Background: an optimization exercise with open tools, aiming at a short achievable clock period and few clock cycles per item. Do not read the settings as production practice. At most, simulation tests tie the RTL to the original design; equivalence was not proved. The RTL of run 1 was laid out without a check of its function. Power figures rest on the tool's default switching activity, not on a simulated workload.

<file path="design/flow/flow/run.sh">
#!/bin/bash
# The standard layout, with timing repair aimed well below the clock period:
# SETUP_SLACK_MARGIN asks repair_timing for that much slack at the design's
# 12 ns clock, so the achieved period is pushed toward 12 - margin.
set -euo pipefail
bash standard.sh SETUP_SLACK_MARGIN=8.5 finish > standard_make.log 2>&1
</file>
<file path="design/flow/standard.sh">
#!/bin/bash
# synth_recipe.tcl (not shown) runs the flow's synth.tcl, then flattens the netlist and writes it again
# the make line also repeats each setting of config.mk as NAME=value (left out here)
make -C /OpenROAD-flow-scripts/flow DESIGN_CONFIG=/design/flow/config.mk WORK_HOME=/design/flow/orfs CLKGATE_MAP_FILE= SYNTH_SCRIPT=/design/flow/synth_recipe.tcl "${@:-finish}"
</file>
<file path="design/flow/config.mk">
export PLATFORM = sky130hd
export DESIGN_NAME = top_cpu
export DESIGN_NICKNAME = top_cpu
export VERILOG_FILES = /design/flow/design.v
export SDC_FILE = /design/flow/constraint.sdc
export NUM_CORES = 4
export LEC_CHECK = 0
export CAP_MARGIN = 20
export CORE_MARGIN = 2
export CORE_UTILIZATION = 60
export CTS_CLUSTER_DIAMETER = 80
export CTS_CLUSTER_SIZE = 30
export PLACE_DENSITY = 0.7
export SLEW_MARGIN = 20
</file>
<file path="design/flow/constraint.sdc">
create_clock -name core_clock -period 12.0 [get_ports {clk}]
set_input_delay 2.4000 -clock core_clock [delete_from_list [all_inputs] [get_ports {clk}]]
set_output_delay 2.4000 -clock core_clock [all_outputs]
set_load 0.01 [all_outputs]
</file>
<file path="design/flow/design.v">
module top_cpu#(
  parameter ADDR_WIDTH       = 32,
  parameter DATA_WIDTH       = 32
)(
  input                   clk,
  input                   rst,
  output [ADDR_WIDTH-1:0] imem_addr,
  input  [DATA_WIDTH-1:0] imem_rdata,
  output [ADDR_WIDTH-1:0] dmem_addr,
  output                  dmem_re,
  output                  dmem_we,
  output [DATA_WIDTH-1:0] dmem_wdata,
  input  [DATA_WIDTH-1:0] dmem_rdata,
  output                  retire_valid,
  output [ADDR_WIDTH-1:0] retire_pc,
  output                  retire_rd_we,
  output [4:0]            retire_rd,
  output [DATA_WIDTH-1:0] retire_rd_wdata
);
  localparam BI = 5;
  localparam BN = 1 << BI;
  reg  [31:0] pc_f;
  reg         bht_v   [0:BN-1];
  reg  [9-BI:0] bht_tag [0:BN-1];
  reg  [1:0]  bht_ctr [0:BN-1];
  reg         v_e;
  reg  [31:0] pc_e;
  reg  [31:0] a_e, b_e, s_e;           
  reg         fa_m_e, fb_m_e, fs_m_e;  
  reg  [4:0]  rd_e;
  reg         wr_e;                    
  reg         ld_e, st_e, br_e;        
  reg  [2:0]  f3_e;
  reg         sel_add_e, sel_slt_e, sel_sltu_e, sel_xor_e, sel_or_e, sel_and_e;
  reg         sel_sll_e, sel_srl_e, sel_sra_e;
  reg         sub_e;
  reg         bq_eq_e, bq_lt_e, bq_ltu_e, bq_inv_e;    
  reg         pred_e;
  reg         hit_e;
  reg  [1:0]  ctr_e;
  reg  [31:0] alt_e;                   
  reg         v_m;
  reg  [31:0] pc_m;
  reg  [31:0] res_m;
  reg  [4:0]  rd_m;
  reg         wr_m;
  reg         ld_m;
  reg  [2:0]  f3_m;
  reg  [31:0] daddr_q, dwdata_q;
  reg         dre_q, dwe_q;
  reg         bu_v, bu_t, bu_hit;      
  reg  [1:0]  bu_ctr;
  reg         v_w;
  reg  [31:0] pc_w;
  reg  [4:0]  rd_w;
  reg         wr_w;
  reg  [31:0] rwd_w;
  reg  [31:0] rf [1:31];
  wire [31:0] ld_x = (f3_m == 3'b000) ? {{24{dmem_rdata[7]}}, dmem_rdata[7:0]} :
                     (f3_m == 3'b001) ? {{16{dmem_rdata[15]}}, dmem_rdata[15:0]} :
                     (f3_m == 3'b100) ? {24'd0, dmem_rdata[7:0]} :
                     (f3_m == 3'b101) ? {16'd0, dmem_rdata[15:0]} : dmem_rdata;
  wire [31:0] wd_x = ld_m ? ld_x : res_m;
  wire [31:0] ir    = imem_rdata;
  wire [6:0]  opc_f = ir[6:0];
  wire [4:0]  rd_f  = ir[11:7];
  wire [2:0]  f3_f  = ir[14:12];
  wire [4:0]  rs1_f = ir[19:15];
  wire [4:0]  rs2_f = ir[24:20];
  wire        f7_f  = ir[30];
  wire is_r_f  = (opc_f[6:2] == 5'b01100);
  wire is_i_f  = (opc_f[6:2] == 5'b00100);
  wire is_ld_f = (opc_f[6:2] == 5'b00000);
  wire is_st_f = (opc_f[6:2] == 5'b01000);
  wire is_br_f = (opc_f[6:2] == 5'b11000);
  wire wr_f      = (is_r_f | is_i_f | is_ld_f) & (rd_f != 5'd0);
  wire use_rs2_f = is_r_f | is_st_f | is_br_f;
  wire use_imm_f = is_i_f | is_ld_f | is_st_f;
  wire [31:0] imm_i_f = {{20{ir[31]}}, ir[31:20]};
  wire [31:0] imm_s_f = {{20{ir[31]}}, ir[31:25], ir[11:7]};
  wire [31:0] imm_b_f = {{20{ir[31]}}, ir[7], ir[30:25], ir[11:8], 1'b0};
  wire [31:0] imm_f   = is_st_f ? imm_s_f : imm_i_f;
  wire [13:0] tlo_f   = {1'b0, pc_f[12:0]} + {1'b0, imm_b_f[12:0]};
  wire [18:0] hinc_f  = pc_f[31:13] + 19'd1;
  wire [18:0] hdec_f  = pc_f[31:13] - 19'd1;
  wire [18:0] thi_f   = (ir[31] == tlo_f[13]) ? pc_f[31:13] : (tlo_f[13] ? hinc_f : hdec_f);
  wire [31:0] tgt_f   = {thi_f, tlo_f[12:0]};
  wire [31:0] pcp4_f  = pc_f + 32'd4;
  wire [BI-1:0] fi    = pc_f[BI+1:2];
  wire          hit_f = bht_v[fi] & (bht_tag[fi] == pc_f[11:BI+2]);
  wire [1:0]    ctr_f = bht_ctr[fi];
  wire          pred_f = is_br_f & (hit_f ? ctr_f[1] : (ir[31] | f3_f == 3'b001));
  wire [31:0] rf1_f = (rs1_f == 5'd0) ? 32'd0 : rf[rs1_f];
  wire [31:0] rf2_f = (rs2_f == 5'd0) ? 32'd0 : rf[rs2_f];
  wire        m1_f  = wr_m & (rd_m == rs1_f);
  wire        m2_f  = wr_m & (rd_m == rs2_f);
  wire [31:0] r1_f  = m1_f ? wd_x : rf1_f;
  wire [31:0] r2_f  = m2_f ? wd_x : rf2_f;
  wire [31:0] b_f   = ({32{use_imm_f}} & imm_f) |
                      ({32{~use_imm_f & m2_f}} & wd_x) |
                      ({32{~use_imm_f & ~m2_f}} & rf2_f);
  wire stall_f = ld_e & wr_e & ((rs1_f == rd_e) | (use_rs2_f & (rs2_f == rd_e)));
  wire alu_any = is_r_f | is_i_f;
  wire f_add  = (alu_any & f3_f == 3'b000 & ~(is_r_f & f7_f)) | is_ld_f | is_st_f;
  wire f_sub  = is_r_f & f3_f == 3'b000 & f7_f;
  wire f_sll  = alu_any & f3_f == 3'b001;
  wire f_slt  = alu_any & f3_f == 3'b010;
  wire f_sltu = alu_any & f3_f == 3'b011;
  wire f_xor  = alu_any & f3_f == 3'b100;
  wire f_srl  = alu_any & f3_f == 3'b101 & ~f7_f;
  wire f_sra  = alu_any & f3_f == 3'b101 & f7_f;
  wire f_or   = alu_any & f3_f == 3'b110;
  wire f_and  = alu_any & f3_f == 3'b111;
  wire [31:0] a_x = fa_m_e ? res_m : a_e;
  wire [31:0] b_x = fb_m_e ? res_m : b_e;
  wire [31:0] s_x = fs_m_e ? res_m : s_e;
  wire [31:0] sum_x  = a_x + (sub_e ? ~b_x : b_x) + {31'd0, sub_e};
  wire        eq_ab  = (a_e == b_e);
  wire        lt_ab  = ($signed(a_e) < $signed(b_e));
  wire        ltu_ab = (a_e < b_e);
  wire        eq_mb  = (res_m == b_e);
  wire        lt_mb  = ($signed(res_m) < $signed(b_e));
  wire        ltu_mb = (res_m < b_e);
  wire        eq_am  = (a_e == res_m);
  wire        lt_am  = ($signed(a_e) < $signed(res_m));
  wire        ltu_am = (a_e < res_m);
  wire        eq_x   = fa_m_e ? (fb_m_e | eq_mb) : (fb_m_e ? eq_am : eq_ab);
  wire        lt_x   = fa_m_e ? (~fb_m_e & lt_mb) : (fb_m_e ? lt_am : lt_ab);
  wire        ltu_x  = fa_m_e ? (~fb_m_e & ltu_mb) : (fb_m_e ? ltu_am : ltu_ab);
  wire [31:0] sll_x  = a_x << b_x[4:0];
  wire [31:0] srl_x  = a_x >> b_x[4:0];
  wire [31:0] sra_x  = $signed(a_x) >>> b_x[4:0];
  wire [31:0] res_x =
      ({32{sel_add_e}}  & sum_x) |
      ({32{sel_slt_e}}  & {31'd0, lt_x}) |
      ({32{sel_sltu_e}} & {31'd0, ltu_x}) |
      ({32{sel_xor_e}}  & (a_x ^ b_x)) |
      ({32{sel_or_e}}   & (a_x | b_x)) |
      ({32{sel_and_e}}  & (a_x & b_x)) |
      ({32{sel_sll_e}}  & sll_x) |
      ({32{sel_srl_e}}  & srl_x) |
      ({32{sel_sra_e}}  & sra_x);
  wire [31:0] sd_x = (f3_e[1:0] == 2'b00) ? {{24{s_x[7]}}, s_x[7:0]} :
                     (f3_e[1:0] == 2'b01) ? {{16{s_x[15]}}, s_x[15:0]} : s_x;
  wire cmp_x = (bq_eq_e & eq_x) | (bq_lt_e & lt_x) | (bq_ltu_e & ltu_x);
  wire mis_e = br_e & (cmp_x ^ bq_inv_e);
  wire go_f = ~stall_f & ~mis_e;           
  always @(posedge clk) begin
    if (rst)            pc_f <= 32'd0;
    else if (mis_e)     pc_f <= alt_e;
    else if (stall_f)   pc_f <= pc_f;
    else if (pred_f)    pc_f <= tgt_f;
    else                pc_f <= pcp4_f;
    v_e  <= ~rst & go_f;
    wr_e <= ~rst & go_f & wr_f;
    ld_e <= ~rst & go_f & is_ld_f;
    st_e <= ~rst & go_f & is_st_f;
    br_e <= ~rst & go_f & is_br_f;
    pc_e <= pc_f;
    rd_e <= rd_f;
    f3_e <= f3_f;
    a_e  <= r1_f;
    b_e  <= b_f;
    s_e  <= r2_f;
    fa_m_e <= wr_e & (rd_e == rs1_f);
    fb_m_e <= ~use_imm_f & wr_e & (rd_e == rs2_f);
    fs_m_e <= wr_e & (rd_e == rs2_f);
    sel_add_e  <= f_add | f_sub;
    sub_e      <= f_sub;
    sel_slt_e  <= f_slt;
    sel_sltu_e <= f_sltu;
    sel_xor_e  <= f_xor;
    sel_or_e   <= f_or;
    sel_and_e  <= f_and;
    sel_sll_e  <= f_sll;
    sel_srl_e  <= f_srl;
    sel_sra_e  <= f_sra;
    bq_eq_e  <= (f3_f[2:1] == 2'b00);
    bq_lt_e  <= (f3_f[2:1] == 2'b10);
    bq_ltu_e <= (f3_f[2:1] == 2'b11);
    bq_inv_e <= f3_f[0] ^ pred_f;
    pred_e   <= pred_f;
    hit_e    <= hit_f;
    ctr_e    <= ctr_f;
    alt_e    <= pred_f ? pcp4_f : tgt_f;
    v_m  <= ~rst & v_e;
    wr_m <= ~rst & wr_e;
    ld_m <= ~rst & ld_e;
    pc_m <= pc_e;
    rd_m <= rd_e;
    f3_m <= f3_e;
    res_m <= res_x;
    dre_q <= ~rst & ld_e;
    dwe_q <= ~rst & st_e;
    if (ld_e | st_e) daddr_q  <= sum_x;
    if (st_e)        dwdata_q <= sd_x;
    bu_v   <= ~rst & br_e;
    bu_t   <= mis_e ^ pred_e;
    bu_hit <= hit_e;
    bu_ctr <= ctr_e;
    v_w  <= ~rst & v_m;
    wr_w <= ~rst & wr_m;
    pc_w <= pc_m;
    rd_w <= rd_m;
    if (wr_m) rwd_w <= wd_x;
  end
  wire [BI-1:0] ui = pc_m[BI+1:2];
  integer bj;
  always @(posedge clk) begin
    if (rst) begin
      for (bj = 0; bj < BN; bj = bj + 1) bht_v[bj] <= 1'b0;
    end else if (bu_v) begin
      bht_v[ui]   <= 1'b1;
      bht_tag[ui] <= pc_m[11:BI+2];
      if (!bu_hit)
        bht_ctr[ui] <= bu_t ? 2'b10 : 2'b01;
      else if (bu_t)
        bht_ctr[ui] <= (bu_ctr == 2'b11) ? 2'b11 : bu_ctr + 2'b01;
      else
        bht_ctr[ui] <= (bu_ctr == 2'b00) ? 2'b00 : bu_ctr - 2'b01;
    end
  end
  genvar gi;
  generate
    for (gi = 1; gi < 32; gi = gi + 1) begin : g_rf
      always @(posedge clk) begin
        if (rst)
          rf[gi] <= 32'd0;
        else if (wr_m && rd_m == gi)
          rf[gi] <= wd_x;
      end
    end
  endgenerate
  assign imem_addr       = pc_f;
  assign dmem_addr       = daddr_q;
  assign dmem_re         = dre_q;
  assign dmem_we         = dwe_q;
  assign dmem_wdata      = dwdata_q;
  assign retire_valid    = v_w;
  assign retire_pc       = pc_w;
  assign retire_rd_we    = wr_w;
  assign retire_rd       = rd_w;
  assign retire_rd_wdata = rwd_w;
endmodule
</file>
==> impl_metrics.env, run 1 <==
export IMPL_status="stopped before the end"
export IMPL_lastStage="global routing"
export IMPL_tool_error="[ERROR GRT-0232] Routing congestion too high. Check the congestion heatmap in the GUI."
export IMPL_synth_edf_count=320
export IMPL_cts_made_buffers=84
export IMPL_row_count=135
export IMPL_ios=235
export IMPL_yosysTopAreaCellShare_pct=33.8
export IMPL_postPlaceCellArea_mm2=0.0874
export IMPL_seq_area_frac_synth_pct=45.5
export IMPL_synth_ff_type="dfxtp_1"
export IMPL_grt_ovfl_total=3
export IMPL_cts_sink_count=1694
export IMPL_grt_total_usage_pct=65.6
export IMPL_io_buffers=232
export IMPL_ys_warn_count=34
export IMPL_synth_top_area_cell="dfxtp_1"
export IMPL_initial_core_util_pct=60.3
export IMPL_syn_instance_count=9520
export IMPL_async_flop_share_pct=0
export IMPL_cts_root_buf="clkbuf_16"
export IMPL_cts_buffer_depth=3
export IMPL_ys_types=82
export IMPL_avgSynthCellArea_um2=8.56
export IMPL_ctsHtreeMaxLevel=3
export IMPL_synth_area_mm2=0.0815
export IMPL_gp_congestion=1.03
export IMPL_fp_dieH_um=373
export IMPL_dpl_hpwl_um=226000
export IMPL_ys_seq_elements=1694
export IMPL_synth_area_leaders="dfxtp_1 (34%), edfxtp_1 (12%), a21oi_1 (7.0%)"
export IMPL_holdBufCountCts=0
export IMPL_grt_max_degree=108
export IMPL_die_w_um=373
## cells by family after synthesis
family	after synthesis	share of synthesized area, %
adders and majority gates	224	3.47
buffers and inverters	1019	4.83
muxes	285	4.51
AOI/OAI and AO/OA	2896	23.4
and+or+nand+nor	3273	16.9
xor gates and xnor gates	129	1.39
DFF	1694	45.5
## synthesized netlist by cell type (all sizes together), types with 72 or more instances
library cell and count:
a211oi 292, a21o 72, a21oi 1135, a221oi 183
a22o 167, a22oi 528, buf 79, clkbuf 745
dfxtp 1374, edfxtp 320, ha 221, inv 192
mux2 97, mux2i 132, nand2 1388, nand3 156
nand4 183, nor2 1196, nor3 109, o21ai 237
xnor2 88
## how the worst max path moves through the flow
stage                        from       end  depth (start not counted)
CTS                 imem_rdata[8]  pc_f[31]                         22
detailed placement  imem_rdata[8]  pc_f[31]                         20
global placement    imem_rdata[8]  pc_f[31]                         20
floorplan           imem_rdata[8]  pc_f[31]                         19
## per-stage QoR
stage | worst slack (ns) | instances
2_1_floorplan | 5.62 | 9520
3_3_place_gp | 4.25 | 10930
4_1_cts | 6.08 | 11772
3_5_place_dp | 4.20 | 10931
## metal layers
layer	GRT overflow	GRT usage, %
met1	3	73.4
met5	0	31.8
met4	0	51.8
met3	0	48.1
met2	0	79.6
## power by group through the flow
stage	clock, W	sequential, W	combinational, W
after floorplan	0	0.00599	0.000620
after global placement	0	0.00602	0.000881
after CTS	0.00366	0.00588	0.00122
after detailed placement	0	0.00603	0.000892
## timing repair
action                                   CTS
hold endpoints to repair                   0
setup buffers                            589
endpoints found under the setup margin  1479
pin swaps                                463
cloned                                    98
gates resized for setup                 2103
==> run 2, diff against run 1 <==
--- a/design/flow/design.v
+++ b/design/flow/design.v
@@ -1,3 +1,44 @@
+module adder(
+  input  [12:0] operand1,
+  input  [12:0] operand2,
+  output [13:0] out_data
+);
+  assign out_data = {1'b0, operand1} + {1'b0, operand2};
+endmodule
+module program_counter(
+  input  [31:0] pc,
+  output [31:0] pcp4,
+  output [18:0] hinc,
+  output [18:0] hdec
+);
+  assign pcp4 = pc + 32'd4;
+  assign hinc = pc[31:13] + 19'd1;
+  assign hdec = pc[31:13] - 19'd1;
+endmodule
+module register_array(
+  input      [991:0] regs,
+  input      [4:0]   sel,
+  output     [31:0]  q
+);
+  wire [1023:0] all = {regs, 32'd0};
+  wire [511:0] l1; wire [255:0] l2; wire [127:0] l3; wire [63:0] l4;
+  genvar i;
+  generate
+    for (i = 0; i < 16; i = i + 1) begin : g1
+      assign l1[i*32 +: 32] = sel[0] ? all[(2*i+1)*32 +: 32] : all[(2*i)*32 +: 32];
+    end
+    for (i = 0; i < 8; i = i + 1) begin : g2
+      assign l2[i*32 +: 32] = sel[1] ? l1[(2*i+1)*32 +: 32] : l1[(2*i)*32 +: 32];
+    end
+    for (i = 0; i < 4; i = i + 1) begin : g3
+      assign l3[i*32 +: 32] = sel[2] ? l2[(2*i+1)*32 +: 32] : l2[(2*i)*32 +: 32];
+    end
+    for (i = 0; i < 2; i = i + 1) begin : g4
+      assign l4[i*32 +: 32] = sel[3] ? l3[(2*i+1)*32 +: 32] : l3[(2*i)*32 +: 32];
+    end
+  endgenerate
+  assign q = sel[4] ? l4[63:32] : l4[31:0];
+endmodule
 module top_cpu#(
   parameter ADDR_WIDTH       = 32,
   parameter DATA_WIDTH       = 32
@@ -80,18 +121,21 @@
   wire [31:0] imm_s_f = {{20{ir[31]}}, ir[31:25], ir[11:7]};
   wire [31:0] imm_b_f = {{20{ir[31]}}, ir[7], ir[30:25], ir[11:8], 1'b0};
   wire [31:0] imm_f   = is_st_f ? imm_s_f : imm_i_f;
-  wire [13:0] tlo_f   = {1'b0, pc_f[12:0]} + {1'b0, imm_b_f[12:0]};
-  wire [18:0] hinc_f  = pc_f[31:13] + 19'd1;
-  wire [18:0] hdec_f  = pc_f[31:13] - 19'd1;
+  wire [13:0] tlo_f;
+  wire [18:0] hinc_f, hdec_f;
+  wire [31:0] pcp4_f;
+  adder           u_tlo (.operand1(pc_f[12:0]), .operand2(imm_b_f[12:0]), .out_data(tlo_f));
+  program_counter u_pcx (.pc(pc_f), .pcp4(pcp4_f), .hinc(hinc_f), .hdec(hdec_f));
   wire [18:0] thi_f   = (ir[31] == tlo_f[13]) ? pc_f[31:13] : (tlo_f[13] ? hinc_f : hdec_f);
   wire [31:0] tgt_f   = {thi_f, tlo_f[12:0]};
-  wire [31:0] pcp4_f  = pc_f + 32'd4;
   wire [BI-1:0] fi    = pc_f[BI+1:2];
   wire          hit_f = bht_v[fi] & (bht_tag[fi] == pc_f[11:BI+2]);
   wire [1:0]    ctr_f = bht_ctr[fi];
   wire          pred_f = is_br_f & (hit_f ? ctr_f[1] : (ir[31] | f3_f == 3'b001));
-  wire [31:0] rf1_f = (rs1_f == 5'd0) ? 32'd0 : rf[rs1_f];
-  wire [31:0] rf2_f = (rs2_f == 5'd0) ? 32'd0 : rf[rs2_f];
+  wire [991:0] rf_flat;
+  wire [31:0]  rf1_f, rf2_f;
+  register_array u_rd1 (.regs(rf_flat), .sel(rs1_f), .q(rf1_f));
+  register_array u_rd2 (.regs(rf_flat), .sel(rs2_f), .q(rf2_f));
   wire        m1_f  = wr_m & (rd_m == rs1_f);
   wire        m2_f  = wr_m & (rd_m == rs2_f);
   wire [31:0] r1_f  = m1_f ? wd_x : rf1_f;
@@ -100,6 +144,7 @@
                       ({32{~use_imm_f & m2_f}} & wd_x) |
                       ({32{~use_imm_f & ~m2_f}} & rf2_f);
   wire stall_f = ld_e & wr_e & ((rs1_f == rd_e) | (use_rs2_f & (rs2_f == rd_e)));
+  reg  rp_f;                               
   wire alu_any = is_r_f | is_i_f;
   wire f_add  = (alu_any & f3_f == 3'b000 & ~(is_r_f & f7_f)) | is_ld_f | is_st_f;
   wire f_sub  = is_r_f & f3_f == 3'b000 & f7_f;
@@ -144,13 +189,14 @@
                      (f3_e[1:0] == 2'b01) ? {{16{s_x[15]}}, s_x[15:0]} : s_x;
   wire cmp_x = (bq_eq_e & eq_x) | (bq_lt_e & lt_x) | (bq_ltu_e & ltu_x);
   wire mis_e = br_e & (cmp_x ^ bq_inv_e);
-  wire go_f = ~stall_f & ~mis_e;           
+  wire go_f = ~stall_f & ~mis_e & ~rp_f;   
   always @(posedge clk) begin
     if (rst)            pc_f <= 32'd0;
     else if (mis_e)     pc_f <= alt_e;
-    else if (stall_f)   pc_f <= pc_f;
+    else if (rp_f)      pc_f <= pc_e;
     else if (pred_f)    pc_f <= tgt_f;
     else                pc_f <= pcp4_f;
+    rp_f <= ~rst & stall_f;
     v_e  <= ~rst & go_f;
     wr_e <= ~rst & go_f & wr_f;
     ld_e <= ~rst & go_f & is_ld_f;
@@ -223,6 +269,7 @@
   genvar gi;
   generate
     for (gi = 1; gi < 32; gi = gi + 1) begin : g_rf
+      assign rf_flat[(gi-1)*32 +: 32] = rf[gi];
       always @(posedge clk) begin
         if (rst)
           rf[gi] <= 32'd0;
--- a/design/flow/config.mk
+++ b/design/flow/config.mk
@@ -7,8 +7,9 @@
 export LEC_CHECK = 0
 export CAP_MARGIN = 20
 export CORE_MARGIN = 2
-export CORE_UTILIZATION = 60
+export CORE_UTILIZATION = 40
 export CTS_CLUSTER_DIAMETER = 80
 export CTS_CLUSTER_SIZE = 30
-export PLACE_DENSITY = 0.7
 export SLEW_MARGIN = 20
+export SYNTH_HIERARCHICAL = 1
+export SYNTH_MINIMUM_KEEP_SIZE = 0
==> impl_metrics.env, run 2 <==
export IMPL_finalCritPeriodShare_pct=33.8
export IMPL_gp_congestion=0.981
export IMPL_final_net_count=9616
export IMPL_grt_max_degree=224
export IMPL_dr_pass1_iters=7
export IMPL_ctsHtreeMaxLevel=3
export IMPL_grt_ovfl_total=0
export IMPL_initial_core_util_pct=40.3
export IMPL_detail_route_wl_per_cell_um=28.9
export IMPL_ios=235
export IMPL_synth_common_cells="dfxtp_1 (1,371), nand2_1 (1,321), nor2_1 (1,143), a21oi_1 (953), clkbuf_1 (661)"
export IMPL_synth_area_leaders="dfxtp_1 (31%), mux4_2 (12%), edfxtp_1 (11%)"
export IMPL_arrival_ns=4.81
export IMPL_die_w_um=472
export IMPL_grt_pass1_wl_um=502000
export IMPL_power_total_w=0.0118
export IMPL_ys_seq_elements=1691
export IMPL_layout_drive_gt1_share_pct=25.4
export IMPL_die_area_mm2=0.223
export IMPL_largest_reg_flops=992
export IMPL_maxCapViolations=0
export IMPL_seqCellArea_mm2=0.0373
export IMPL_largest_register="rf"
export IMPL_async_flop_share_pct=0
export IMPL_maxSlewViolCount=0
export IMPL_p_per_area_mw_per_mm2=109
export IMPL_final_area_mm2=0.108
export IMPL_yosysTopAreaCellShare_pct=31.4
export IMPL_crit_required_ns=12.75
export IMPL_min_period_ns=4.06
export IMPL_dpl_hpwl_um=196000
export IMPL_max_freq_ghz=0.246
export IMPL_critPathCaptureType="register"
export IMPL_cp_max_fo=7
export IMPL_ys_warn_count=8
export IMPL_fin_cells=12288
export IMPL_placed_cells=11656
export IMPL_ant_nets=0
export IMPL_ys_types=94
export IMPL_clock_skew_ns=0.0734
export IMPL_leakage_nw=39.0
export IMPL_final_cell_mix="nand2_1 (1,306), dfxtp_1 (1,261), nor2_1 (1,038)"
export IMPL_synth_ff_type="dfxtp_1"
export IMPL_fp_dieH_um=472
export IMPL_status="no timing/DRC/antenna violations"
export IMPL_row_count=171
export IMPL_rsz0062_at_grt="true"
export IMPL_hold_path_class="register to register"
export IMPL_synth_area_mm2=0.0875
export IMPL_setup_viol=0
export IMPL_cts_made_buffers=99
export IMPL_synth_edf_count=320
export IMPL_grt_pass1_vias=73429
export IMPL_clock_latency_ns=0.84
export IMPL_vias=76441
export IMPL_path_class="input pin to register"
export IMPL_wirelength_um=355000
export IMPL_fillers=19212
export IMPL_antenna_found_initial=14
export IMPL_finalHoldViolCount=0
export IMPL_cts_buffer_depth=3
export IMPL_yosys_cell_count_top_type="dfxtp_1"
export IMPL_pre_cts_slack_ns=5.51
export IMPL_seq_area_frac_synth_pct=42.3
export IMPL_multi_input_area_mm2=0.0512
export IMPL_final_common_cell="nand2_1"
export IMPL_clk_pin_slew_worst_paths_ns=0.11
export IMPL_cts_root_buf="clkbuf_16"
export IMPL_synthToLayoutAreaGrowth_pct=23.2
export IMPL_vias_per_cell=6.22
export IMPL_fin_ws_ns=7.94
export IMPL_io_buffers=232
export IMPL_fin_tns_setup_ns=0
export IMPL_syn_instance_count=9215
export IMPL_avgSynthCellArea_um2=9.50
export IMPL_grt_total_usage_pct=30.3
export IMPL_cts_tree="yes"
export IMPL_cts_sink_count=1691
export IMPL_synth_top_area_cell="dfxtp_1"
export IMPL_worstMarginPinSlew_ns=1.24
export IMPL_maxSlewHeadroom_pct=17.2
export IMPL_core_mm2=0.217
export IMPL_drcViolationCount=0
export IMPL_first_iter_violations=9625
export IMPL_peakVddDrop_v=0.000126
export IMPL_cp_start_kind="input pin"
export IMPL_largestRegisters="rf: 992 flops, bht_tag: 160 flops, bht_ctr: 64 flops"
export IMPL_postPlaceCellArea_mm2=0.0926
[run 2: metrics by stage]
step / hold slack, ns / util, %
after floorplan: 0.310 / -
after global placement: 0.313 / 42.6
after detailed placement: 0.312 / 42.6
after CTS: 0.331 / 48.3
after global routing: 0.332 / 49.6
final: 0.331 / 49.6
[run 2: routing by layer]
metal / GRT usage [%] / part of all wire [%]
met1: 38.0 / 38
met4: 21.7 / 8.5
met5: 0 / 0.0059
met2: 46.8 / 44
met3: 5.90 / 9.8
[run 2: cell families after synthesis]
group	after synthesis	share of synthesized area, %
compound gates	2174	15.7
xor+xnor	154	1.55
fa+ha+maj	209	3.00
buf+inv	1055	5.05
flops	1691	42.3
mux	1049	18.8
other cells	1	0.00428
simple gates	2882	13.5
[run 2: modules after synthesis, one instance, submodules excluded]
module | times used | cell area [um^2]
adder | 1 | 687
program_counter | 1 | 1200
register_array | 2 | 8130
top_cpu | 1 | 69400
[run 2: final timing paths]
kind / startpoint / endpoint / slack, ns / cells past startpoint
setup / recovery: imem_rdata[25] / pc_f[21] / 7.94 / 15
hold / removal: f3_e[2] / f3_m[2] / 0.33 / 0
setup reg to reg: fa_m_e / res_m[26] / 8.13 / 16
hold reg to reg: f3_e[2] / f3_m[2] / 0.33 / 0
[run 2: area by class of cell]
class	instances	share of cell area (%)
sequential	1691	34.6
antenna	6	0.0139
timing repair buffer	846	10.2
tap	2854	3.31
multi-input combinational	6478	47.5
clock buffer	107	2.36
clock inverter	81	1.14
inverter	225	0.824
[run 2: critical path: stages]
cell and delay, ns:
buf_2 0.14, ha_4 0.18, a211oi_4 0.27, o21ai_1 0.08, o21a_1 0.13, a21oi_4 0.18
o21ai_4 0.11, buf_8 0.16, buf_16 0.15, nor2b_2 0.13, a211oi_1 0.06, a21oi_1 0.24
nor2_1 0.07, mux2_4 0.31, o32ai_2 0.18
[run 2: what timing repair did]
| action | 4_1_cts | 5_1_grt |
|---|---|---|
| gates cloned | 115 | 16 |
| setup buffers | 206 | 100 |
| hold buffers | 0 | 0 |
| pin swaps | 164 | 152 |
| resized for setup | 1764 | 353 |
| setup endpoints to repair | 1479 | 1057 |
[run 2: where the power goes]
group	switching, W	internal (W)
combinational	0.000991	0.000677
clock	0.00239	0.00184
sequential	0.0000719	0.00582
Testbench counts of run 2, summed over its fixed seeds: cycles 24,956, instrs 24,000.
==> run 3, diff against run 2 <==
--- a/design/flow/design.v
+++ b/design/flow/design.v
@@ -1,19 +1,68 @@
 module adder(
-  input  [12:0] operand1,
-  input  [12:0] operand2,
-  output [13:0] out_data
+  input  [8:0]  operand1,
+  input  [8:0]  operand2,
+  output [9:0]  out_data
 );
   assign out_data = {1'b0, operand1} + {1'b0, operand2};
 endmodule
+module mux(
+  input   [31:0]    input1,
+  input   [31:0]    input2,
+  input             sel,
+  output  [31:0]    out_data
+);
+  assign  out_data = ({32{sel}} & input1) | input2;
+endmodule
+module alu(
+  input  [31:0] operand1,
+  input  [31:0] operand2,
+  input         cin,
+  output [31:0] sum
+);
+  wire [31:0] p0 = operand1 ^ operand2;
+  wire [31:0] g0 = (operand1 & operand2) | {31'd0, p0[0] & cin};
+  wire [31:0] g1, p1, g2, p2, g3, p3, g4, p4, g5, p5;
+  width_sel l1 (.g(g0), .p(p0), .gs({g0[30:0], 1'b0}),  .ps({p0[30:0], 1'b1}),  .go(g1), .po(p1));
+  width_sel l2 (.g(g1), .p(p1), .gs({g1[29:0], 2'b0}),  .ps({p1[29:0], 2'b11}), .go(g2), .po(p2));
+  width_sel l3 (.g(g2), .p(p2), .gs({g2[27:0], 4'b0}),  .ps({p2[27:0], 4'hf}),  .go(g3), .po(p3));
+  width_sel l4 (.g(g3), .p(p3), .gs({g3[23:0], 8'b0}),  .ps({p3[23:0], 8'hff}), .go(g4), .po(p4));
+  width_sel l5 (.g(g4), .p(p4), .gs({g4[15:0], 16'b0}), .ps({p4[15:0], 16'hffff}), .go(g5), .po(p5));
+  assign sum = p0 ^ {g5[30:0], cin};
+endmodule
+module alu_control(
+  input   [31:0]    pc,
+  input   [12:0]    offset,
+  output  [31:0]    target
+);
+  assign  target = pc + {{19{offset[12]}}, offset};
+endmodule
+module controller(
+  input         sel_add, sel_slt, sel_sltu, sel_xor, sel_or, sel_and,
+  input         sel_sll, sel_srl, sel_sra,
+  input  [31:0] sum, x_xor, x_or, x_and, x_sll, x_srl, x_sra,
+  input         lt, ltu,
+  output [31:0] result
+);
+  assign result =
+      ({32{sel_add}}  & sum) |
+      ({32{sel_slt}}  & {31'd0, lt}) |
+      ({32{sel_sltu}} & {31'd0, ltu}) |
+      ({32{sel_xor}}  & x_xor) |
+      ({32{sel_or}}   & x_or) |
+      ({32{sel_and}}  & x_and) |
+      ({32{sel_sll}}  & x_sll) |
+      ({32{sel_srl}}  & x_srl) |
+      ({32{sel_sra}}  & x_sra);
+endmodule
 module program_counter(
   input  [31:0] pc,
   output [31:0] pcp4,
-  output [18:0] hinc,
-  output [18:0] hdec
+  output [22:0] hinc,
+  output [22:0] hdec
 );
   assign pcp4 = pc + 32'd4;
-  assign hinc = pc[31:13] + 19'd1;
-  assign hdec = pc[31:13] - 19'd1;
+  assign hinc = pc[31:9] + 23'd1;
+  assign hdec = pc[31:9] - 23'd1;
 endmodule
 module register_array(
   input      [991:0] regs,
@@ -39,6 +88,25 @@
   endgenerate
   assign q = sel[4] ? l4[63:32] : l4[31:0];
 endmodule
+module width_sel(
+  input  [31:0] g,
+  input  [31:0] p,
+  input  [31:0] gs,
+  input  [31:0] ps,
+  output [31:0] go,
+  output [31:0] po
+);
+  assign go = g | (p & gs);
+  assign po = p & ps;
+endmodule
+module branch_sel(
+  input   [22:0]    if_carry,
+  input   [22:0]    if_no_carry,
+  input             carry,
+  output  [22:0]    hi
+);
+  assign  hi = carry ? if_carry : if_no_carry;
+endmodule
 module top_cpu#(
   parameter ADDR_WIDTH       = 32,
   parameter DATA_WIDTH       = 32
@@ -79,7 +147,8 @@
   reg         pred_e;
   reg         hit_e;
   reg  [1:0]  ctr_e;
-  reg  [31:0] alt_e;                   
+  reg  [31:0] pcp4_e;
+  reg  [12:0] offb_e;                  
   reg         v_m;
   reg  [31:0] pc_m;
   reg  [31:0] res_m;
@@ -121,28 +190,32 @@
   wire [31:0] imm_s_f = {{20{ir[31]}}, ir[31:25], ir[11:7]};
   wire [31:0] imm_b_f = {{20{ir[31]}}, ir[7], ir[30:25], ir[11:8], 1'b0};
   wire [31:0] imm_f   = is_st_f ? imm_s_f : imm_i_f;
-  wire [13:0] tlo_f;
-  wire [18:0] hinc_f, hdec_f;
+  wire [9:0]  tlo_f;
+  wire [22:0] hinc_f, hdec_f;
   wire [31:0] pcp4_f;
-  adder           u_tlo (.operand1(pc_f[12:0]), .operand2(imm_b_f[12:0]), .out_data(tlo_f));
+  adder           u_tlo (.operand1(pc_f[8:0]), .operand2(imm_b_f[8:0]), .out_data(tlo_f));
   program_counter u_pcx (.pc(pc_f), .pcp4(pcp4_f), .hinc(hinc_f), .hdec(hdec_f));
-  wire [18:0] thi_f   = (ir[31] == tlo_f[13]) ? pc_f[31:13] : (tlo_f[13] ? hinc_f : hdec_f);
-  wire [31:0] tgt_f   = {thi_f, tlo_f[12:0]};
+  wire        near_f = (ir[7] == ir[31]) & (ir[30] == ir[31]) & (ir[29] == ir[31]);
+  wire [22:0] thi_f;
+  branch_sel u_thi (.if_carry(ir[31] ? pc_f[31:9] : hinc_f),
+                    .if_no_carry(ir[31] ? hdec_f : pc_f[31:9]),
+                    .carry(tlo_f[9]), .hi(thi_f));
+  wire [31:0] tgt_f   = {thi_f, tlo_f[8:0]};
   wire [BI-1:0] fi    = pc_f[BI+1:2];
   wire          hit_f = bht_v[fi] & (bht_tag[fi] == pc_f[11:BI+2]);
   wire [1:0]    ctr_f = bht_ctr[fi];
-  wire          pred_f = is_br_f & (hit_f ? ctr_f[1] : (ir[31] | f3_f == 3'b001));
+  wire          pred_f = is_br_f & near_f & (hit_f ? ctr_f[1] : (ir[31] | f3_f == 3'b001));
   wire [991:0] rf_flat;
   wire [31:0]  rf1_f, rf2_f;
   register_array u_rd1 (.regs(rf_flat), .sel(rs1_f), .q(rf1_f));
   register_array u_rd2 (.regs(rf_flat), .sel(rs2_f), .q(rf2_f));
   wire        m1_f  = wr_m & (rd_m == rs1_f);
   wire        m2_f  = wr_m & (rd_m == rs2_f);
-  wire [31:0] r1_f  = m1_f ? wd_x : rf1_f;
-  wire [31:0] r2_f  = m2_f ? wd_x : rf2_f;
-  wire [31:0] b_f   = ({32{use_imm_f}} & imm_f) |
-                      ({32{~use_imm_f & m2_f}} & wd_x) |
-                      ({32{~use_imm_f & ~m2_f}} & rf2_f);
+  wire [31:0] r1_f, r2_f, b_f;
+  mux u_r1 (.input1(rf1_f), .sel(~m1_f), .input2({32{m1_f}} & wd_x), .out_data(r1_f));
+  mux u_r2 (.input1(rf2_f), .sel(~m2_f), .input2({32{m2_f}} & wd_x), .out_data(r2_f));
+  mux u_b  (.input1(rf2_f), .sel(~use_imm_f & ~m2_f),
+            .input2(use_imm_f ? imm_f : ({32{m2_f}} & wd_x)), .out_data(b_f));
   wire stall_f = ld_e & wr_e & ((rs1_f == rd_e) | (use_rs2_f & (rs2_f == rd_e)));
   reg  rp_f;                               
   wire alu_any = is_r_f | is_i_f;
@@ -159,7 +232,8 @@
   wire [31:0] a_x = fa_m_e ? res_m : a_e;
   wire [31:0] b_x = fb_m_e ? res_m : b_e;
   wire [31:0] s_x = fs_m_e ? res_m : s_e;
-  wire [31:0] sum_x  = a_x + (sub_e ? ~b_x : b_x) + {31'd0, sub_e};
+  wire [31:0] sum_x;
+  alu u_add (.operand1(a_x), .operand2(b_x ^ {32{sub_e}}), .cin(sub_e), .sum(sum_x));
   wire        eq_ab  = (a_e == b_e);
   wire        lt_ab  = ($signed(a_e) < $signed(b_e));
   wire        ltu_ab = (a_e < b_e);
@@ -175,27 +249,27 @@
   wire [31:0] sll_x  = a_x << b_x[4:0];
   wire [31:0] srl_x  = a_x >> b_x[4:0];
   wire [31:0] sra_x  = $signed(a_x) >>> b_x[4:0];
-  wire [31:0] res_x =
-      ({32{sel_add_e}}  & sum_x) |
-      ({32{sel_slt_e}}  & {31'd0, lt_x}) |
-      ({32{sel_sltu_e}} & {31'd0, ltu_x}) |
-      ({32{sel_xor_e}}  & (a_x ^ b_x)) |
-      ({32{sel_or_e}}   & (a_x | b_x)) |
-      ({32{sel_and_e}}  & (a_x & b_x)) |
-      ({32{sel_sll_e}}  & sll_x) |
-      ({32{sel_srl_e}}  & srl_x) |
-      ({32{sel_sra_e}}  & sra_x);
+  wire [31:0] res_x;
+  controller u_res (.sel_add(sel_add_e), .sel_slt(sel_slt_e), .sel_sltu(sel_sltu_e),
+                    .sel_xor(sel_xor_e), .sel_or(sel_or_e), .sel_and(sel_and_e),
+                    .sel_sll(sel_sll_e), .sel_srl(sel_srl_e), .sel_sra(sel_sra_e),
+                    .sum(sum_x), .x_xor(a_x ^ b_x), .x_or(a_x | b_x), .x_and(a_x & b_x),
+                    .x_sll(sll_x), .x_srl(srl_x), .x_sra(sra_x),
+                    .lt(lt_x), .ltu(ltu_x), .result(res_x));
   wire [31:0] sd_x = (f3_e[1:0] == 2'b00) ? {{24{s_x[7]}}, s_x[7:0]} :
                      (f3_e[1:0] == 2'b01) ? {{16{s_x[15]}}, s_x[15:0]} : s_x;
+  wire [31:0] tgt_x;
+  alu_control u_tgt (.pc(pc_e), .offset(offb_e), .target(tgt_x));
+  wire [31:0] alt_x = pred_e ? pcp4_e : tgt_x;
   wire cmp_x = (bq_eq_e & eq_x) | (bq_lt_e & lt_x) | (bq_ltu_e & ltu_x);
   wire mis_e = br_e & (cmp_x ^ bq_inv_e);
+  wire        tsel_f  = ~rst & ~mis_e & ~rp_f & pred_f;
+  wire [31:0] nother_f = rst ? 32'd0 : mis_e ? alt_x : rp_f ? pc_e : pcp4_f;
+  wire [31:0] npc_f;
+  mux u_npc (.input1(tgt_f), .sel(tsel_f), .input2({32{~tsel_f}} & nother_f), .out_data(npc_f));
   wire go_f = ~stall_f & ~mis_e & ~rp_f;   
   always @(posedge clk) begin
-    if (rst)            pc_f <= 32'd0;
-    else if (mis_e)     pc_f <= alt_e;
-    else if (rp_f)      pc_f <= pc_e;
-    else if (pred_f)    pc_f <= tgt_f;
-    else                pc_f <= pcp4_f;
+    pc_f <= npc_f;
     rp_f <= ~rst & stall_f;
     v_e  <= ~rst & go_f;
     wr_e <= ~rst & go_f & wr_f;
@@ -228,7 +302,8 @@
     pred_e   <= pred_f;
     hit_e    <= hit_f;
     ctr_e    <= ctr_f;
-    alt_e    <= pred_f ? pcp4_f : tgt_f;
+    pcp4_e   <= pcp4_f;
+    offb_e   <= imm_b_f[12:0];
     v_m  <= ~rst & v_e;
     wr_m <= ~rst & wr_e;
     ld_m <= ~rst & ld_e;
@@ -238,8 +313,8 @@
     res_m <= res_x;
     dre_q <= ~rst & ld_e;
     dwe_q <= ~rst & st_e;
-    if (ld_e | st_e) daddr_q  <= sum_x;
-    if (st_e)        dwdata_q <= sd_x;
+    daddr_q  <= sum_x;
+    dwdata_q <= sd_x;
     bu_v   <= ~rst & br_e;
     bu_t   <= mis_e ^ pred_e;
     bu_hit <= hit_e;
@@ -248,7 +323,7 @@
     wr_w <= ~rst & wr_m;
     pc_w <= pc_m;
     rd_w <= rd_m;
-    if (wr_m) rwd_w <= wd_x;
+    rwd_w <= wd_x;
   end
   wire [BI-1:0] ui = pc_m[BI+1:2];
   integer bj;
--- a/design/flow/config.mk
+++ b/design/flow/config.mk
@@ -8,8 +8,8 @@
 export CAP_MARGIN = 20
 export CORE_MARGIN = 2
 export CORE_UTILIZATION = 40
-export CTS_CLUSTER_DIAMETER = 80
-export CTS_CLUSTER_SIZE = 30
+export CTS_CLUSTER_DIAMETER = 60
+export CTS_CLUSTER_SIZE = 20
 export SLEW_MARGIN = 20
 export SYNTH_HIERARCHICAL = 1
 export SYNTH_MINIMUM_KEEP_SIZE = 0
==> impl_metrics.env, run 3 <==
export IMPL_holdBufCountCts=0
export IMPL_die_w_um=479
export IMPL_antenna_found_initial=21
export IMPL_maxCapViolations=0
export IMPL_postPlaceCellArea_mm2=0.0950
export IMPL_synthToLayoutAreaGrowth_pct=22.8
export IMPL_layout_drive_gt1_share_pct=24.7
export IMPL_min_period_ns=4.06
export IMPL_combPwrFrac_pct=14.1
export IMPL_largest_reg_flops=992
export IMPL_synth_area_mm2=0.0903
export IMPL_dr_pass1_iters=8
export IMPL_finalCritPeriodShare_pct=33.8
export IMPL_cp_max_fo=8
export IMPL_hold_path_class="register to register"
export IMPL_critPathCaptureType="register"
export IMPL_reg2reg_from="pc_f[2]"
export IMPL_crit_family="compound AO/OA/AOI/OAI gates"
export IMPL_final_area_mm2=0.111
export IMPL_die_area_mm2=0.230
export IMPL_final_core_util_pct=49.4
export IMPL_cp_start_kind="register"
export IMPL_power_internal_w=0.00913
export IMPL_grt_ovfl_total=0
export IMPL_p_per_area_mw_per_mm2=115
export IMPL_worstMarginPinSlew_ns=1.18
export IMPL_maxSlewViolCount=0
export IMPL_max_freq_ghz=0.246
export IMPL_syn_instance_count=9741
export IMPL_min_path_cells=0
export IMPL_clk_pin_slew_worst_paths_ns=0.08
export IMPL_reg2reg_slack_ns=7.94
export IMPL_wirelength_um=372000
export IMPL_r2r_worst_path_cells=15
export IMPL_vias_per_cell=6.19
export IMPL_r2r_end="pc_f[6]"
export IMPL_gp_congestion=0.965
export IMPL_setup_viol=0
export IMPL_crit_required_ns=12.78
export IMPL_ios=235
export IMPL_fin_cells=13016
export IMPL_io_buffers=232
export IMPL_crit_buf_inv=5
export IMPL_placed_cells=12308
export IMPL_row_count=174
export IMPL_vias=80589
export IMPL_drcViolationCount=0
export IMPL_cpMostUsedCell="buf_12"
export IMPL_grt_max_degree=107
export IMPL_grt_total_usage_pct=30.7
export IMPL_first_iter_violations=10718
export IMPL_ant_nets=0
export IMPL_maxSlewHeadroom_pct=21.5
export IMPL_final_net_count=10192
export IMPL_seq_power_share_pct=46.0
export IMPL_fin_tns_setup_ns=0
export IMPL_path_class="register to register"
export IMPL_core_mm2=0.225
export IMPL_clock_latency_ns=0.86
export IMPL_critPathSlowestCell="or4_4"
export IMPL_cts_root_buf="clkbuf_16"
export IMPL_final_cell_mix="dfxtp_1 (1,281), nand2_1 (1,273), nor2_1 (1,034)"
export IMPL_power_frac_clock_pct=40.0
export IMPL_min_from="pc_m[26]"
export IMPL_slowest_delay_ns=0.58
export IMPL_initial_core_util_pct=40.2
export IMPL_cts_sink_count=1698
export IMPL_cts_tree="yes"
export IMPL_ys_warn_count=8
export IMPL_detail_route_wl_per_cell_um=28.6
export IMPL_rsz0062_at_grt="true"
export IMPL_peakVddDrop_v=0.000179
export IMPL_largest_register="rf"
export IMPL_ctsHtreeMaxLevel=4
export IMPL_grt_pass1_wl_um=526000
export IMPL_p_sw_w=0.00363
export IMPL_clock_skew_ns=0.0486
export IMPL_dpl_hpwl_um=209000
export IMPL_status="no timing/DRC/antenna violations"
export IMPL_largestRegisters="rf: 992 flops, bht_tag: 160 flops, bht_ctr: 64 flops"
export IMPL_path_cells="buf_12 -> buf_16 -> buf_12 -> mux4_2 -> a22o_1 -> a221oi_4 -> nand3_2 -> xor2_2 -> or4_4 -> o311a_4 -> buf_12 -> buf_8 -> o31a_1 -> a221oi_2 -> a21o_1"
export IMPL_p_sw_share_pct=28.5
export IMPL_avgSynthCellArea_um2=9.27
export IMPL_arrival_ns=4.84
export IMPL_grt_pass1_vias=76368
export IMPL_leakage_nw=42.3
export IMPL_worstHoldEndpoint="pc_w[26]"
export IMPL_finalHoldViolCount=0
export IMPL_power_total_w=0.0128
export IMPL_cts_made_buffers=145
export IMPL_fp_dieH_um=479
export IMPL_final_common_cell="dfxtp_1"
export IMPL_cts_buffer_depth=3
==> run 3: cell count changes in the layout (fill, tap and decap cells not counted), moves of 59 or more <==
cell       delta
clkbuf_16    +59
a21o_1      +257
mux2_4       -86
and2_1      +135
mux2_2       +94
edfxtp_1     -96
mux2i_1      -80
dfxtp_2      +65
==> run 3: layout make-up <==
type	instances	area, um^2
Multi-Input combinational cell	6948	53300
Inverter	283	1340
Tap cell	2992	3740
Antenna cell	16	40.0
Clock inverter	94	1130
Timing Repair inverter	12	109
Sequential cell	1698	36600
Fill cell	20173	114000
Timing Repair Buffer	799	10700
Clock buffer	174	3890
==> run 3: worst max path at each step <==
stage,start,end,slack [ns],cells past startpoint
floorplan,imem_rdata[20],b_e[13],8.01,8
global placement,imem_rdata[20],b_e[14],5.40,8
detailed placement,imem_rdata[20],s_e[14],5.37,8
CTS,pc_f[2],pc_f[6],7.97,15
global route,pc_f[2],pc_f[6],7.90,15
finish,pc_f[2],pc_f[6],7.94,15
==> run 3: routing by layer <==
layer  up-vias  track usage (%)  part of all wire (%)
met5         -                0                 0.015
met4         8             19.6                   7.2
met3      1229             6.49                    11
met2      4906             47.2                    44
met1     39304             39.3                    38
li1      35142                -                     -
==> run 3: stage by stage <==
step,worst slack [ns],hold slack [ns]
final,7.94,0.325
after global routing,7.90,0.332
after CTS,7.97,0.327
after detailed placement,5.37,0.312
after global placement,5.40,0.310
after floorplan,8.01,0.310
==> run 3: power groups by stage <==
stage | clock [W] | combinational [W] | sequential (W)
4_1_cts | 0.00516 | 0.00163 | 0.00587
5_1_grt | 0.00538 | 0.00186 | 0.00587
3_5_place_dp | 0 | 0.00130 | 0.00601
2_1_floorplan | 0 | 0.000873 | 0.00598
6_report | 0.00510 | 0.00180 | 0.00587
3_3_place_gp | 0 | 0.00130 | 0.00601
==> run 3: repair_timing <==
item | 4_1_cts | 5_1_grt
setup buffers | 183 | 106
gates resized for setup | 1702 | 373
setup endpoints to repair | 1292 | 923
pin swaps | 113 | 175
gates cloned | 102 | 31
Testbench counts of run 3, summed over its fixed seeds: cycles 24,956, instrs 24,000.
==> run 4, diff against run 3 <==
--- a/design/flow/design.v
+++ b/design/flow/design.v
@@ -54,6 +54,47 @@
       ({32{sel_srl}}  & x_srl) |
       ({32{sel_sra}}  & x_sra);
 endmodule
+module branch_check(
+  input  br, fa, fb, t_eq, t_lt, t_ltu, inv,
+  input  eq_ab, lt_ab, ltu_ab, eq_mb, lt_mb, ltu_mb, eq_am, lt_am, ltu_am,
+  output eq, lt, ltu, mis
+);
+  assign eq  = fa ? (fb | eq_mb) : (fb ? eq_am : eq_ab);
+  assign lt  = fa ? (~fb & lt_mb) : (fb ? lt_am : lt_ab);
+  assign ltu = fa ? (~fb & ltu_mb) : (fb ? ltu_am : ltu_ab);
+  assign mis = br & (((t_eq & eq) | (t_lt & lt) | (t_ltu & ltu)) ^ inv);
+endmodule
+module immediate_generator(
+  input  [31:0] a,
+  input  [31:0] b,
+  output        eq,
+  output        lt
+);
+  wire [31:0] g0 = a & ~b;
+  wire [31:0] e0 = ~(a ^ b);
+  wire [15:0] g1, e1, g2, e2, g3, e3, g4, e4, g5, e5;
+  cmp_step s1 (.g(g0), .e(e0), .go(g1), .eo(e1));
+  cmp_step s2 (.g({16'd0, g1}), .e({16'd0, e1}), .go(g2), .eo(e2));
+  cmp_step s3 (.g({24'd0, g2[7:0]}), .e({24'd0, e2[7:0]}), .go(g3), .eo(e3));
+  cmp_step s4 (.g({28'd0, g3[3:0]}), .e({28'd0, e3[3:0]}), .go(g4), .eo(e4));
+  cmp_step s5 (.g({30'd0, g4[1:0]}), .e({30'd0, e4[1:0]}), .go(g5), .eo(e5));
+  assign eq = e5[0];
+  assign lt = ~g5[0] & ~e5[0];
+endmodule
+module cmp_step(
+  input  [31:0] g,
+  input  [31:0] e,
+  output [15:0] go,
+  output [15:0] eo
+);
+  genvar i;
+  generate
+    for (i = 0; i < 16; i = i + 1) begin : g_pair
+      assign go[i] = g[2*i+1] | (e[2*i+1] & g[2*i]);
+      assign eo[i] = e[2*i+1] & e[2*i];
+    end
+  endgenerate
+endmodule
 module program_counter(
   input  [31:0] pc,
   output [31:0] pcp4,
@@ -234,18 +275,15 @@
   wire [31:0] s_x = fs_m_e ? res_m : s_e;
   wire [31:0] sum_x;
   alu u_add (.operand1(a_x), .operand2(b_x ^ {32{sub_e}}), .cin(sub_e), .sum(sum_x));
-  wire        eq_ab  = (a_e == b_e);
-  wire        lt_ab  = ($signed(a_e) < $signed(b_e));
-  wire        ltu_ab = (a_e < b_e);
-  wire        eq_mb  = (res_m == b_e);
-  wire        lt_mb  = ($signed(res_m) < $signed(b_e));
-  wire        ltu_mb = (res_m < b_e);
-  wire        eq_am  = (a_e == res_m);
-  wire        lt_am  = ($signed(a_e) < $signed(res_m));
-  wire        ltu_am = (a_e < res_m);
-  wire        eq_x   = fa_m_e ? (fb_m_e | eq_mb) : (fb_m_e ? eq_am : eq_ab);
-  wire        lt_x   = fa_m_e ? (~fb_m_e & lt_mb) : (fb_m_e ? lt_am : lt_ab);
-  wire        ltu_x  = fa_m_e ? (~fb_m_e & ltu_mb) : (fb_m_e ? ltu_am : ltu_ab);
+  wire        eq_ab, lt_ab, ltu_ab, eq_mb, lt_mb, ltu_mb, eq_am, lt_am, ltu_am;
+  wire        eq_x, lt_x, ltu_x, mis_e;
+  wire [31:0] sgn = 32'h8000_0000;
+  immediate_generator u_cab  (.a(a_e),         .b(b_e),         .eq(eq_ab), .lt(ltu_ab));
+  immediate_generator u_sab  (.a(a_e ^ sgn),   .b(b_e ^ sgn),   .eq(),      .lt(lt_ab));
+  immediate_generator u_cmb  (.a(res_m),       .b(b_e),         .eq(eq_mb), .lt(ltu_mb));
+  immediate_generator u_smb  (.a(res_m ^ sgn), .b(b_e ^ sgn),   .eq(),      .lt(lt_mb));
+  immediate_generator u_cam  (.a(a_e),         .b(res_m),       .eq(eq_am), .lt(ltu_am));
+  immediate_generator u_sam  (.a(a_e ^ sgn),   .b(res_m ^ sgn), .eq(),      .lt(lt_am));
   wire [31:0] sll_x  = a_x << b_x[4:0];
   wire [31:0] srl_x  = a_x >> b_x[4:0];
   wire [31:0] sra_x  = $signed(a_x) >>> b_x[4:0];
@@ -261,12 +299,17 @@
   wire [31:0] tgt_x;
   alu_control u_tgt (.pc(pc_e), .offset(offb_e), .target(tgt_x));
   wire [31:0] alt_x = pred_e ? pcp4_e : tgt_x;
-  wire cmp_x = (bq_eq_e & eq_x) | (bq_lt_e & lt_x) | (bq_ltu_e & ltu_x);
-  wire mis_e = br_e & (cmp_x ^ bq_inv_e);
-  wire        tsel_f  = ~rst & ~mis_e & ~rp_f & pred_f;
-  wire [31:0] nother_f = rst ? 32'd0 : mis_e ? alt_x : rp_f ? pc_e : pcp4_f;
-  wire [31:0] npc_f;
-  mux u_npc (.input1(tgt_f), .sel(tsel_f), .input2({32{~tsel_f}} & nother_f), .out_data(npc_f));
+  branch_check u_br (.br(br_e), .fa(fa_m_e), .fb(fb_m_e),
+                     .t_eq(bq_eq_e), .t_lt(bq_lt_e), .t_ltu(bq_ltu_e), .inv(bq_inv_e),
+                     .eq_ab(eq_ab), .lt_ab(lt_ab), .ltu_ab(ltu_ab),
+                     .eq_mb(eq_mb), .lt_mb(lt_mb), .ltu_mb(ltu_mb),
+                     .eq_am(eq_am), .lt_am(lt_am), .ltu_am(ltu_am),
+                     .eq(eq_x), .lt(lt_x), .ltu(ltu_x), .mis(mis_e));
+  wire        tsel_f  = ~rst & ~rp_f & pred_f;
+  wire [31:0] nother_f = rst ? 32'd0 : rp_f ? pc_e : pcp4_f;
+  wire [31:0] npc0_f, npc_f;
+  mux u_npc (.input1(tgt_f), .sel(tsel_f), .input2({32{~tsel_f}} & nother_f), .out_data(npc0_f));
+  mux u_mis (.input1(alt_x), .sel(mis_e & ~rst), .input2({32{~mis_e | rst}} & npc0_f), .out_data(npc_f));
   wire go_f = ~stall_f & ~mis_e & ~rp_f;   
   always @(posedge clk) begin
     pc_f <= npc_f;
==> impl_metrics.env, run 4 <==
export IMPL_status="no timing/DRC/antenna violations"
export IMPL_p_sw_w=0.00374
export IMPL_avgSynthCellArea_um2=9.22
export IMPL_peakVddDrop_v=0.000125
export IMPL_largest_register="rf"
export IMPL_grt_met3_usage_pct=6.35
export IMPL_rsz0062_at_grt="true"
export IMPL_crit_required_ns=9.60
export IMPL_clock_skew_ns=0.0443
export IMPL_clock_latency_ns=0.86
export IMPL_initial_core_util_pct=40.3
export IMPL_placed_cells=12894
export IMPL_core_mm2=0.233
export IMPL_gp_congestion=0.911
export IMPL_grt_pass1_wl_um=535000
export IMPL_wirelength_um=384000
export IMPL_ctsHtreeMaxLevel=4
export IMPL_layout_drive_gt1_share_pct=24.1
export IMPL_leakage_nw=45.8
export IMPL_arrival_ns=1.46
export IMPL_crit_buf_inv=2
export IMPL_min_period_ns=3.86
export IMPL_final_cell_mix="dfxtp_1 (1,261), nand2_1 (1,221), nor2_1 (997)"
export IMPL_power_internal_w=0.00919
export IMPL_maxSlewViolCount=0
export IMPL_hold_path_class="register to register"
export IMPL_synthToLayoutAreaGrowth_pct=22.7
export IMPL_cts_buffer_depth=3
export IMPL_cts_root_buf="clkbuf_16"
export IMPL_crit_family="flip-flops"
export IMPL_p_per_area_mw_per_mm2=112
export IMPL_path_class="register to primary output"
export IMPL_ys_warn_count=8
export IMPL_critPathCaptureType="primary output"
export IMPL_holdBufCountCts=0
export IMPL_syn_instance_count=10186
export IMPL_seq_power_share_pct=45.4
export IMPL_grt_ovfl_total=0
export IMPL_combPwrFrac_pct=14.4
export IMPL_fin_tns_setup_ns=0
export IMPL_final_common_cell="dfxtp_1"
export IMPL_setup_viol=0
export IMPL_dr_pass1_iters=9
export IMPL_row_count=177
export IMPL_path_cells="buf_16 -> buf_6"
export IMPL_finalHoldViolCount=0
export IMPL_ant_nets=0
export IMPL_grt_use_met1_pct=37.2
export IMPL_fin_cells=13617
export IMPL_largestRegisters="rf: 992 flops, bht_tag: 160 flops, bht_ctr: 64 flops"
export IMPL_drcViolationCount=0
export IMPL_fp_dieH_um=489
export IMPL_startpoint="pc_f[2]"
export IMPL_detail_route_wl_per_cell_um=28.2
export IMPL_final_net_count=10755
export IMPL_antenna_found_initial=25
export IMPL_grt_use_met2_pct=47.9
export IMPL_vias_per_cell=6.11
export IMPL_maxCapViolations=0
export IMPL_vias=83218
export IMPL_synth_area_mm2=0.0940
export IMPL_maxSlewHeadroom_pct=14.7
export IMPL_clk_pin_slew_worst_paths_ns=0.07
export IMPL_largest_reg_flops=992
export IMPL_cp_start_kind="register"
export IMPL_dpl_hpwl_um=222000
export IMPL_cp_max_fo=2
export IMPL_critPathSlowestCell="dfxtp_4"
export IMPL_die_area_mm2=0.239
export IMPL_busiest_layer="met2"
export IMPL_grt_total_usage_pct=30.1
export IMPL_min_from="pc_m[1]"
export IMPL_ios=235
export IMPL_die_w_um=489
export IMPL_grt_max_degree=108
export IMPL_worstMarginPinSlew_ns=1.28
export IMPL_io_buffers=232
export IMPL_first_iter_violations=10099
export IMPL_slowest_delay_ns=0.36
export IMPL_cts_sink_count=1698
export IMPL_cts_made_buffers=147
export IMPL_grt_pass1_vias=79703
export IMPL_cts_tree="yes"
export IMPL_finalCritPeriodShare_pct=32.1
export IMPL_max_freq_ghz=0.259
export IMPL_p_sw_share_pct=28.9
export IMPL_reg2reg_from="pc_f[2]"
export IMPL_power_frac_clock_pct=40.1
## run 4: per-stage QoR
stage	setup slack [ns]	instance area [um^2]	total power (W)	util [%]	hold WS [ns]
floorplan	7.73	96100	0.00693	-	0.310
global placement	5.37	98800	0.00740	42.4	0.310
detailed placement	5.37	98900	0.00742	42.4	0.312
CTS	8.10	111000	0.0128	47.7	0.318
global route	8.11	115000	0.0133	49.5	0.329
finish	8.14	115000	0.0129	49.5	0.324
## run 4: per-layer routing
layer  vias up  wire length, um  part of all wire [%]
met5         -              142                 0.037
met4         8            25900                   6.7
met3      1218            39600                    10
met2      4915           173000                    45
met1     40579           146000                    38
li1      36498                -                     -
## run 4: final timing paths
check / endpoint / slack (ns) / cells past startpoint
max: imem_addr[2] / 8.14 / 2
min: pc_w[1] / 0.32 / 0
max reg2reg: pc_f[22] / 8.27 / 16
min reg2reg: pc_w[1] / 0.32 / 0
## run 4: power by group through the flow
stage | Combinational [W] | Clock, W | Sequential, W
4_1_cts | 0.00168 | 0.00523 | 0.00587
2_1_floorplan | 0.000948 | 0 | 0.00598
3_3_place_gp | 0.00139 | 0 | 0.00601
6_report | 0.00187 | 0.00519 | 0.00588
5_1_grt | 0.00194 | 0.00545 | 0.00588
3_5_place_dp | 0.00140 | 0 | 0.00601
## run 4: what timing repair did
| action | 4_1_cts | 5_1_grt |
|---|---|---|
| pin swaps | 74 | 122 |
| endpoints found under the setup margin | 1452 | 1078 |
| buffers inserted | 169 | 142 |
| resized for setup | 1704 | 428 |
| cloned | 85 | 45 |
## run 4: worst register-to-register path, delay by kind of cell, from the launching register on
kind	cells	cell delay, ns
buffers and inverters	5	0.96
multiplexers	2	0.91
AO/OA/AOI/OAI	6	0.90
AND/OR/NAND/NOR	3	0.49
flip-flops	1	0.37
## run 4: cell type report
type | count | area, um^2
antenna | 15 | 37.5
clock buffer | 170 | 3960
clock inverter | 95 | 1160
fill | 20926 | 118000
inverter | 386 | 1830
multi-input combinational | 7302 | 57100
sequential | 1698 | 36700
tap | 3132 | 3920
timing repair buffer | 795 | 10400
timing repair inverter | 24 | 210
Testbench counts of run 4, summed over its fixed seeds: cycles 24,956, instrs 24,000.

re-timing with driven ports:
The results above use ideal ports. As a check the final layouts listed here were re-extracted and re-timed, cells and wires unchanged.
Step 1 (the two cells are an assumption about what drives the block):
set clk [get_ports {clk}]
set_driving_cell -lib_cell sky130_fd_sc_hd__clkbuf_16 $clk
set_driving_cell -lib_cell sky130_fd_sc_hd__buf_2 [delete_from_list [all_inputs] $clk]
Step 2 moves the port delays by t, midway between the first and last clock arrival at a register: inputs arrive t later, outputs are due t later. That takes back most of the time a late clock gives input paths.
Three values: ideal, step 1, step 2; two values: the first two.
run	t, ns	slack for setup (ns)	worst hold slack (ns)	worst setup path after step 2
run 2	0.891	7.943 / 7.445 / 6.554	0.331 / 0.331 / 0.331	input to register
run 3	0.928	7.940 / 7.879 / 6.951	0.325 / 0.325 / 0.325	input to register
run 4	0.928	8.144 / 7.981 / 7.053	0.324 / 0.324 / 0.324	input to register
After both steps every run listed still meets setup and hold. For run 2, which loses most, drivers alone change the setup slack by -0.498 ns; drivers and shift together by -1.389 ns.
